Background: an optimization exercise with open tools, aiming at small area and a short achievable clock period. Do not read the settings as production practice.
Only the layout flow was run in this run; the RTL was not checked for function there.

===== design/flow/design.v =====
module cordic_unit #(
    parameter int          SHIFT = 0,
    parameter logic [15:0] TAN   = 16'h0,
    parameter int          ZWI   = 16,
    parameter int          ZWO   = 16
) (
    input  logic                   clk,
    input  logic signed [15:0]     x_i,
    input  logic signed [15:0]     y_i,
    input  logic        [15:0]     z_i,
    output logic signed [15:0]     x_o,
    output logic signed [15:0]     y_o,
    output logic        [15:0]     z_o
);
    logic [ZWO-1:0] z_r;
    assign z_o = 16'(z_r);
    function automatic logic [16:0] add16(input logic [15:0] a, input logic [15:0] b, input logic ci);
        logic [15:0] g, p, G, P, c;
        g = a & b;
        p = a ^ b;
        g[0] = g[0] | (p[0] & ci);
        G = g;
        P = p;
        for (int l = 1; l < 16; l = l * 2)
            for (int k = 2 * l - 1; k < 16; k = k + 2 * l) begin
                G[k] = G[k] | (P[k] & G[k-l]);
                P[k] = P[k] & P[k-l];
            end
        for (int l = 4; l >= 1; l = l / 2)
            for (int k = 3 * l - 1; k < 16; k = k + 2 * l) begin
                G[k] = G[k] | (P[k] & G[k-l]);
                P[k] = P[k] & P[k-l];
            end
        c = {G[14:0], ci};
        add16 = {G[15], p ^ c};
    endfunction
    logic        neg;
    logic [15:0] ys, xs;
    assign neg = z_i[ZWI-1];
    assign ys  = 16'(y_i >>> SHIFT) ^ {16{~neg}};
    assign xs  = 16'(x_i >>> SHIFT) ^ {16{neg}};
    always_ff @(posedge clk) begin
        x_o <= 16'(add16(x_i, ys, ~neg));
        y_o <= 16'(add16(y_i, xs, neg));
        z_r <= neg ? ZWO'(z_i) + ZWO'(TAN) : ZWO'(z_i) - ZWO'(TAN);
    end
endmodule
module cordic (
    input  logic        clk,
    input  logic        rst_n,
    input  logic [15:0] angle_i,
    output logic [15:0] sine_o,
    output logic [15:0] cosine_o
);
    localparam int K = 5;
    function automatic int ZW(input int i);
        case (i)
            0: ZW = 16;  1: ZW = 14;  2: ZW = 14;  3: ZW = 13;  4: ZW = 12;
            5: ZW = 11;  6: ZW = 10;  7: ZW = 9;   8: ZW = 8;   9: ZW = 7;
            10: ZW = 6;  11: ZW = 5;  default: ZW = 4;
        endcase
    endfunction
    function automatic logic [15:0] TAN(input int i);
        case (i)
            0: TAN = 16'h2000;  1: TAN = 16'h12E4;  2: TAN = 16'h09FB;  3: TAN = 16'h0511;
            4: TAN = 16'h028B;  5: TAN = 16'h0145;  6: TAN = 16'h00a2;  7: TAN = 16'h0051;
            8: TAN = 16'h0028;  9: TAN = 16'h0014; 10: TAN = 16'h000a; 11: TAN = 16'h0005;
            12: TAN = 16'h0002; 13: TAN = 16'h0001; default: TAN = 16'h0000;
        endcase
    endfunction
    function automatic logic [31:0] START(input logic [K:0] idx);
        logic [31:0] xy;
        case (idx)
            6'd0: xy = 32'hf1f7_7f1e;
            6'd1: xy = 32'h01e7_7fe2;
            6'd2: xy = 32'h11b0_7eaa;
            6'd3: xy = 32'h2152_7b7a;
            6'd4: xy = 32'h2f70_76c5;
            6'd5: xy = 32'h3dda_6ff1;
            6'd6: xy = 32'h4b36_6770;
            6'd7: xy = 32'h5780_5d46;
            6'd8: xy = 32'h5d46_5780;
            6'd9: xy = 32'h6770_4b36;
            6'd10: xy = 32'h6ff1_3dda;
            6'd11: xy = 32'h76c5_2f70;
            6'd12: xy = 32'h7b7a_2152;
            6'd13: xy = 32'h7eaa_11b0;
            6'd14: xy = 32'h7fe2_01e7;
            6'd15: xy = 32'h7f1e_f1f7;
            6'd16: xy = 32'h80e4_f1f5;
            6'd17: xy = 32'h8020_01e5;
            6'd18: xy = 32'h8157_11ad;
            6'd19: xy = 32'h8485_2151;
            6'd20: xy = 32'h893a_2f6e;
            6'd21: xy = 32'h900e_3dda;
            6'd22: xy = 32'h988f_4b36;
            6'd23: xy = 32'ha2b9_5782;
            6'd24: xy = 32'ha880_5d46;
            6'd25: xy = 32'hb4ca_6772;
            6'd26: xy = 32'hc226_6ff1;
            6'd27: xy = 32'hd090_76c7;
            6'd28: xy = 32'hdeae_7b7a;
            6'd29: xy = 32'hee50_7eac;
            6'd30: xy = 32'hfe19_7fe2;
            6'd31: xy = 32'h0e09_7f20;
            6'd32: xy = 32'h0e0d_80e0;
            6'd33: xy = 32'hfe1b_801e;
            6'd34: xy = 32'hee52_8155;
            6'd35: xy = 32'hdeae_8485;
            6'd36: xy = 32'hd092_8939;
            6'd37: xy = 32'hc226_900f;
            6'd38: xy = 32'hb4ca_988e;
            6'd39: xy = 32'ha87e_a2ba;
            6'd40: xy = 32'ha2ba_a87e;
            6'd41: xy = 32'h988e_b4ca;
            6'd42: xy = 32'h900f_c226;
            6'd43: xy = 32'h8939_d092;
            6'd44: xy = 32'h8485_deae;
            6'd45: xy = 32'h8155_ee52;
            6'd46: xy = 32'h801e_fe1b;
            6'd47: xy = 32'h80e0_0e0d;
            6'd48: xy = 32'h7f20_0e09;
            6'd49: xy = 32'h7fe2_fe19;
            6'd50: xy = 32'h7eac_ee50;
            6'd51: xy = 32'h7b7a_deae;
            6'd52: xy = 32'h76c7_d090;
            6'd53: xy = 32'h6ff1_c226;
            6'd54: xy = 32'h6772_b4ca;
            6'd55: xy = 32'h5d46_a880;
            6'd56: xy = 32'h5782_a2b9;
            6'd57: xy = 32'h4b36_988f;
            6'd58: xy = 32'h3dda_900e;
            6'd59: xy = 32'h2f6e_893a;
            6'd60: xy = 32'h2151_8485;
            6'd61: xy = 32'h11ad_8157;
            6'd62: xy = 32'h01e5_8020;
            6'd63: xy = 32'hf1f5_80e4;
            default: xy = 32'h0;
        endcase
        START = xy;
    endfunction
    function automatic logic [16:0] add16(input logic [15:0] a, input logic [15:0] b, input logic ci);
        logic [15:0] g, p, G, P, c;
        g = a & b;
        p = a ^ b;
        g[0] = g[0] | (p[0] & ci);
        G = g;
        P = p;
        for (int l = 1; l < 16; l = l * 2)
            for (int k = 2 * l - 1; k < 16; k = k + 2 * l) begin
                G[k] = G[k] | (P[k] & G[k-l]);
                P[k] = P[k] & P[k-l];
            end
        for (int l = 4; l >= 1; l = l / 2)
            for (int k = 3 * l - 1; k < 16; k = k + 2 * l) begin
                G[k] = G[k] | (P[k] & G[k-l]);
                P[k] = P[k] & P[k-l];
            end
        c = {G[14:0], ci};
        add16 = {G[15], p ^ c};
    endfunction
    logic signed [13:0] z1;
    assign z1 = {~angle_i[13], angle_i[12:0]};
    logic d1, d2, d3, d4;
    logic [1:0] s2;
    logic [3:0] s3;
    logic [7:0] s4;
    assign d1 = z1[13];
    assign s2[0] = z1 < 15'sd4836;
    assign s2[1] = z1 < -15'sd4836;
    assign s3[0] = z1 < 15'sd7391;
    assign s3[1] = z1 < 15'sd2281;
    assign s3[2] = z1 < -15'sd2281;
    assign s3[3] = z1 < -15'sd7391;
    assign s4[0] = z1 < 15'sd8688;
    assign s4[1] = z1 < 15'sd6094;
    assign s4[2] = z1 < 15'sd3578;
    assign s4[3] = z1 < 15'sd984;
    assign s4[4] = z1 < -15'sd984;
    assign s4[5] = z1 < -15'sd3578;
    assign s4[6] = z1 < -15'sd6094;
    assign s4[7] = z1 < -15'sd8688;
    assign d2 = s2[d1];
    assign d3 = s3[{d1, d2}];
    assign d4 = s4[{d1, d2, d3}];
    logic [1:0]  q_r;
    logic        d1_r, d2_r, d3_r, d4_r;
    logic [13:0] z1_r;
    always_ff @(posedge clk) begin
        q_r  <= angle_i[15:14];
        d1_r <= d1;
        d2_r <= d2;
        d3_r <= d3;
        d4_r <= d4;
        z1_r <= z1;
    end
    logic [13:0] off5;
    logic [10:0] z5;
    logic [31:0] xy5;
    always_comb begin
        case ({d1_r, d2_r, d3_r, d4_r})
            4'd0: off5 = 14'h1b85;
            4'd1: off5 = 14'h209b;
            4'd2: off5 = 14'h25a7;
            4'd3: off5 = 14'h2abd;
            4'd4: off5 = 14'h2f7b;
            4'd5: off5 = 14'h3491;
            4'd6: off5 = 14'h399d;
            4'd7: off5 = 14'h3eb3;
            4'd8: off5 = 14'h014d;
            4'd9: off5 = 14'h0663;
            4'd10: off5 = 14'h0b6f;
            4'd11: off5 = 14'h1085;
            4'd12: off5 = 14'h1543;
            4'd13: off5 = 14'h1a59;
            4'd14: off5 = 14'h1f65;
            4'd15: off5 = 14'h247b;
        endcase
    end
    assign z5 = 11'(add16({2'b0, z1_r}, {2'b0, off5}, 1'b0));
    assign xy5 = START({q_r, d1_r, d2_r, d3_r, d4_r});
    logic [15:0] x5_r, y5_r;
    logic [10:0] z5_r;
    always_ff @(posedge clk) begin
        x5_r <= xy5[31:16];
        y5_r <= xy5[15:0];
        z5_r <= z5;
    end
    wire [15:0] x_w [K:16];
    wire [15:0] y_w [K:16];
    wire [15:0] z_w [K:16];
    assign x_w[K] = x5_r;
    assign y_w[K] = y5_r;
    assign z_w[K] = {5'd0, z5_r};
    genvar i;
    generate
        for (i = K; i < 16; i++) begin : g_it
            cordic_unit #(.SHIFT(i), .TAN(TAN(i)), .ZWI(ZW(i)), .ZWO(ZW(i+1)))
            u (
                .clk (clk),
                .x_i (x_w[i]),
                .y_i (y_w[i]),
                .z_i (z_w[i]),
                .x_o (x_w[i+1]),
                .y_o (y_w[i+1]),
                .z_o (z_w[i+1])
            );
        end
    endgenerate
    assign sine_o   = y_w[16];
    assign cosine_o = x_w[16];
endmodule
module cordic_angle_acc (
    input  logic        clk,
    input  logic        rst_n,
    input  logic [7:0]  freq_i,
    output logic [15:0] angle_o
);
    localparam logic [35:0] C = 36'hC6980C68B;
    function automatic logic [16:0] add16(input logic [15:0] a, input logic [15:0] b, input logic ci);
        logic [15:0] g, p, G, P, c;
        g = a & b;
        p = a ^ b;
        g[0] = g[0] | (p[0] & ci);
        G = g;
        P = p;
        for (int l = 1; l < 16; l = l * 2)
            for (int k = 2 * l - 1; k < 16; k = k + 2 * l) begin
                G[k] = G[k] | (P[k] & G[k-l]);
                P[k] = P[k] & P[k-l];
            end
        for (int l = 4; l >= 1; l = l / 2)
            for (int k = 3 * l - 1; k < 16; k = k + 2 * l) begin
                G[k] = G[k] | (P[k] & G[k-l]);
                P[k] = P[k] & P[k-l];
            end
        c = {G[14:0], ci};
        add16 = {G[15], p ^ c};
    endfunction
    function automatic logic [43:0] TL(input logic [3:0] n);   
        case (n)
            4'd0: TL = 44'h00000000000;
            4'd1: TL = 44'h00c6980c68b;
            4'd2: TL = 44'h018d3018d16;
            4'd3: TL = 44'h0253c8253a1;
            4'd4: TL = 44'h031a6031a2c;
            4'd5: TL = 44'h03e0f83e0b7;
            4'd6: TL = 44'h04a7904a742;
            4'd7: TL = 44'h056e2856dcd;
            4'd8: TL = 44'h0634c063458;
            4'd9: TL = 44'h06fb586fae3;
            4'd10: TL = 44'h07c1f07c16e;
            4'd11: TL = 44'h088888887f9;
            4'd12: TL = 44'h094f2094e84;
            4'd13: TL = 44'h0a15b8a150f;
            4'd14: TL = 44'h0adc50adb9a;
            4'd15: TL = 44'h0ba2e8ba225;
        endcase
    endfunction
    function automatic logic [43:0] TH(input logic [3:0] n);   
        case (n)
            4'd0: TH = 44'h00000000000;
            4'd1: TH = 44'h0c6980c68b0;
            4'd2: TH = 44'h18d3018d160;
            4'd3: TH = 44'h253c8253a10;
            4'd4: TH = 44'h31a6031a2c0;
            4'd5: TH = 44'h3e0f83e0b70;
            4'd6: TH = 44'h4a7904a7420;
            4'd7: TH = 44'h56e2856dcd0;
            4'd8: TH = 44'h634c0634580;
            4'd9: TH = 44'h6fb586fae30;
            4'd10: TH = 44'h7c1f07c16e0;
            4'd11: TH = 44'h88888887f90;
            4'd12: TH = 44'h94f2094e840;
            4'd13: TH = 44'ha15b8a150f0;
            4'd14: TH = 44'hadc50adb9a0;
            4'd15: TH = 44'hba2e8ba2250;
        endcase
    endfunction
    logic [7:0]  fa, fb, fc, fd;
    logic        c12;
    logic        ca0, cb0, ca1, cb1;
    logic [10:0] acc0, acc1;
    logic [9:0]  acc2;
    logic [5:0]  acc1_d;
    logic [43:0] uah, ual, ubh, ubl, uch, ucl, udh, udl;
    logic [12:0] s12;
    logic [16:0] s0, s1, s2;
    logic [10:0] p0, q0, p1, q1;
    logic [9:0]  p2, q2;
    assign uah = TH(fa[7:4]);
    assign ual = TL(fa[3:0]);
    assign ubh = TH(fb[7:4]);
    assign ubl = TL(fb[3:0]);
    assign uch = TH(fc[7:4]);
    assign ucl = TL(fc[3:0]);
    assign udh = TH(fd[7:4]);
    assign udl = TL(fd[3:0]);
    assign s12 = 13'(add16({4'd0, uah[11:0]}, {4'd0, ual[11:0]}, 1'b0));
    assign p0 = acc0 ^ ubh[22:12] ^ ubl[22:12];
    assign q0 = (acc0 & ubh[22:12]) | (acc0 & ubl[22:12]) | (ubh[22:12] & ubl[22:12]);
    assign s0 = add16({5'd0, p0}, {5'd0, q0[9:0], 1'b0}, c12);
    assign p1 = acc1 ^ uch[33:23] ^ ucl[33:23];
    assign q1 = (acc1 & uch[33:23]) | (acc1 & ucl[33:23]) | (uch[33:23] & ucl[33:23]);
    assign s1 = add16({5'd0, p1}, {5'd0, q1[9:0], ca0}, cb0);
    assign p2 = acc2 ^ udh[43:34] ^ udl[43:34];
    assign q2 = (acc2 & udh[43:34]) | (acc2 & udl[43:34]) | (udh[43:34] & udl[43:34]);
    assign s2 = add16({6'd0, p2}, {6'd0, q2[8:0], ca1}, cb1);
    assign angle_o = {acc2, acc1_d};
    always_ff @(posedge clk, negedge rst_n) begin
        if (!rst_n) begin
            fa     <= 0;
            fb     <= 0;
            fc     <= 0;
            fd     <= 0;
            c12    <= 0;
            acc0   <= 0;
            ca0    <= 0;
            cb0    <= 0;
            acc1   <= 0;
            ca1    <= 0;
            cb1    <= 0;
            acc2   <= 0;
            acc1_d <= 0;
        end else begin
            fa     <= freq_i;
            fb     <= fa;
            c12    <= s12[12];
            fc     <= fb;
            acc0   <= s0[10:0];
            ca0    <= s0[11];
            cb0    <= q0[10];
            fd     <= fc;
            acc1   <= s1[10:0];
            ca1    <= s1[11];
            cb1    <= q1[10];
            acc2   <= s2[9:0];
            acc1_d <= acc1[10:5];
        end
    end
endmodule
module ddfs (
    input  logic        clk,
    input  logic        rst_n,
    input  logic [7:0]  freq_i,
    output logic [15:0] sine_o,
    output logic [15:0] cosine_o
);
    logic [15:0] angle;
    cordic_angle_acc ANG_ACC (
        .clk     (clk),
        .rst_n   (rst_n),
        .freq_i  (freq_i),
        .angle_o (angle)
    );
    cordic CORDIC_CORE (
        .clk      (clk),
        .rst_n    (rst_n),
        .angle_i  (angle),
        .sine_o   (sine_o),
        .cosine_o (cosine_o)
    );
endmodule

===== design/flow/run.sh =====
#!/bin/bash
# synth_recipe.tcl (not shown) runs the flow's synth.tcl, then flattens the netlist and writes it again
# the make line also repeats each setting of config.mk as NAME=value (left out here)
make -C /OpenROAD-flow-scripts/flow DESIGN_CONFIG=/design/flow/config.mk WORK_HOME=/design/flow/orfs CLKGATE_MAP_FILE= SYNTH_SCRIPT=/design/flow/synth_recipe.tcl finish

===== design/flow/config.mk =====
export PLATFORM = sky130hd
export DESIGN_NAME = ddfs
export DESIGN_NICKNAME = ddfs
export VERILOG_FILES = /design/flow/design.v
export SDC_FILE = /design/flow/constraint.sdc
export NUM_CORES = 4
export LEC_CHECK = 0
export ABC_AREA = 1
export CAP_MARGIN = 20
export CORE_MARGIN = 2
export CORE_UTILIZATION = 45
export CTS_CLUSTER_DIAMETER = 100
export CTS_CLUSTER_SIZE = 30
export PLACE_DENSITY = 0.6
export SETUP_SLACK_MARGIN = 5
export SLEW_MARGIN = 20

===== design/flow/constraint.sdc =====
create_clock -name core_clock -period 8.0 [get_ports {clk}]
set_input_delay 1.6000 -clock core_clock [delete_from_list [all_inputs] [get_ports {clk}]]
set_output_delay 1.6000 -clock core_clock [all_outputs]
set_load 0.01 [all_outputs]

==> results.txt <==
[through the flow]
step	worst slack, ns	instance area, sq um	instances	hold WS (ns)
after floorplan	4.34	34300	3655	0.310
after detailed placement	4.11	35700	4614	0.312
final	4.34	41500	4935	0.338
after CTS	4.32	38800	4810	0.339
after global routing	4.18	41500	4935	0.347
after global placement	4.14	35700	4614	0.310
[critical path: stages, from the launching register on]
cell      delay, ns
dfrtp_2        0.43
inv_2          0.08
ha_4           0.21
nor2_4         0.09
o21ai_2        0.05
nand2_1        0.09
inv_2          0.04
fa_1           0.48
fa_2           0.39
fa_2           0.36
inv_2          0.06
nor2_1         0.05
a211oi_2       0.18
o21ai_1        0.11
a21o_1         0.17
a21oi_2        0.13
fa_2           0.23
xnor2_2        0.11
xor2_1         0.18
xor2_1         0.15
[layer usage]
layer | wire (microns) | share of wire, %
met1 | 31500 | 44
met2 | 36400 | 51
met3 | 1620 | 2.3
met4 | 1590 | 2.2
met5 | 0 | 0
[cell families (layout without fill, tap and decap cells)]
group,count (synthesis),after routing,share of synthesized area [%]
adder cells (fa/ha/maj),626,626,28.3
AND/OR/NAND/NOR,741,741,8.79
multiplexers,10,10,0.301
buffers and inverters,833,1144,9.32
flip-flops,552,552,33.9
AO/OA/AOI/OAI,539,539,10.1
XOR/XNOR,354,354,9.23
[repair_timing]
action	CTS	global route
buffers inserted	142	121
cloned	3	4
resized for setup	233	303
setup endpoints to repair	187	76
pin swaps	95	176
[registers in the layout, indices dropped and copies added, names as in the netlist, 6 cells and up]
name and cells:
ANG_ACC.acc0 11, CORDIC_CORE.g_it.u.x_o 176, ANG_ACC.fc 8, ANG_ACC.acc1_d 6
CORDIC_CORE.z1_r 11, ANG_ACC.acc1 11, ANG_ACC.fa 8, ANG_ACC.fd 8
CORDIC_CORE.off5 10, CORDIC_CORE.z5_r 11, CORDIC_CORE.g_it.u.y_o 176, CORDIC_CORE.g_it.u.z_r 55
ANG_ACC.acc2 10, CORDIC_CORE.y5_r 16, CORDIC_CORE.x5_r 16, ANG_ACC.fb 8
[synthesized netlist by cell type (8+ instances only)]
cell type / instances / area [sq um]
inv_1: 762 / 2860
dfxtp_1: 477 / 9550
nand2_1: 442 / 1660
ha_1: 396 / 4950
fa_1: 230 / 4600
xnor2_1: 208 / 1820
nor2_1: 206 / 773
o21ai_0: 145 / 726
xor2_1: 145 / 1270
a21oi_1: 103 / 515
a31oi_1: 78 / 488
dfrtp_1: 75 / 1880
a21o_1: 71 / 533
nand3_1: 57 / 285
clkbuf_1: 47 / 176
a211oi_1: 25 / 188
a221o_1: 22 / 220
a221oi_1: 20 / 175
o211ai_1: 19 / 143
o22ai_1: 15 / 93.8
buf_1: 13 / 48.8
mux2i_1: 9 / 90.1
o31ai_1: 9 / 67.6
or2_2: 8 / 50.1
[final timing paths]
| check | start | end | slack [ns] |
|---|---|---|---|
| max reg2reg | ANG_ACC.fd[5] | ANG_ACC.acc2[9] | 4.34 |
| max in group asynchronous | rst_n | ANG_ACC.fd[1] | 6.23 |
| min | CORDIC_CORE.g_it[8].u.z_r[1] | CORDIC_CORE.g_it[9].u.z_r[1] | 0.34 |
| max | ANG_ACC.fd[5] | ANG_ACC.acc2[9] | 4.34 |
| min in group asynchronous | rst_n | ANG_ACC.fa[3] | 1.10 |
| min reg2reg | CORDIC_CORE.g_it[8].u.z_r[1] | CORDIC_CORE.g_it[9].u.z_r[1] | 0.34 |
[layout make-up]
type	count	area, sq um
fillers	6434	32800
multi-input cells	2270	21800
flip-flops and latches	552	11500
repair buffers	322	2990
inverters	771	2990
well taps	969	1210
clock buffers	33	749
clock inverters	18	259
==> reports/metrics.cfg <==
[logic_synthesis]
synth_warnings = 13
synth_ff_type = dfxtp_1
synthCells = 3655
synthesis.area_sq_mm = 0.0337
synth_edf_count = 0
ys_ff_latch = 552
ys_seq_area_share_pct = 33.9
syn_area_per_cell_sq_um = 9.23
yosysUniqueCellTypes = 54
async_reset_ff_share_pct = 13.6
synth_nets = 4291

[grt]
grt.total_usage_pct = 17.8
busiest_layer = met2
gr-usage-met1_pct = 22.6
grt_max_degree = 76
grt_remaining_overflow = 0
met2_usage_pct = 32.7
use_met3_pct = 1.56
grt_pass1_wl_mm = 115
antenna_found_initial = 0
grt_pass1_vias = 23500

[timing]
relSlewSlack_pct = 36.3
fin_crit_ns = 3.66
drv_slew = 0
hold_viol = 0
timing.fmax_mhz = 273
fin_worst_skew_ns = 0.0391
fin_crit_sh_pct = 45.8
setup_viol = 0
worst_pin_slew_ns = 0.956
rsz0062_at_grt = yes
setup_tns_ns = 0

[routing]
dr.first_iter.drc_count = 974
ant_nets = 0
vias = 23700
wl_per_cell_microns = 14.4
dr.pass1.iters = 5
routed_wl_mm = 71.0
drc = 0
vias_per_cell = 4.81

[critical_path]
start_kind = register
rr_worst_depth = 19
required_ns = 8.57
crit_type = reg2reg
arrival_ns = 4.23
cp-end-kind = register
crit_fanout = 2

[floorplanning]
core_area_sq_mm = 0.0743
start_util_pct = 45.4
ios = 42
rows = 100
die_y_microns = 278
dieWidth_microns = 278
dieArea_sq_mm = 0.0772

[flow_run]
maxCapViolCount = 0

[place]
io_buffers = 41
gp_congestion = 0.925
dpl.hpwl_mm = 50.6

[cts]
cts_tree = yes
ctsHoldBuffers = 0
cts_root_buf = clkbuf_16
cts_sinks = 552
numCtsBuffers = 28
clk_latency_ns = 0.64
clock_path_buffers = 3
clk_pin_slew_ns = 0.11
htreeDepth = 1

[hold_path]
whs_path_depth = 0
hold_path_class = reg2reg

[finish]
final_common_cell = inv_1
most-common-layout-cells = inv_1, dfxtp_1, nand2_1
drive_above_1_share_pct = 19.7
diodes = 0
final_util_pct = 55.9
syn_to_final_growth_pct = 23.1
nets = 4581

[run_status]
status = complete, no violations

==> afterwards: timing with drivers on the ports <==
How much do the figures lean on ideal ports? The routed layout below was timed once more, with nothing changed but the port constraints.
Step 1 sets driving cells, clkbuf_16 on the clock port and buf_2 on the other inputs (assumed; they add their load-dependent delay and slew).
Step 2 also shifts input and output timing later by t, the mid clock arrival at the registers, as if the neighbouring blocks saw the same clock.
a / b / c = ideal / step 1 / step 2; a / b = the first two.
shift t [ns]: 0.688
slack for setup (ns): 4.339 / 4.339 / 4.339
worst setup path at the end: register to register
clock arrival spread, ns: 0.041 / 0.041
worst slew at a driven data input, ns: 0.03
After both steps this run still meets setup and hold. The setup slack of this run moves by 0.000 ns with the drivers and by 0.000 ns with both steps.
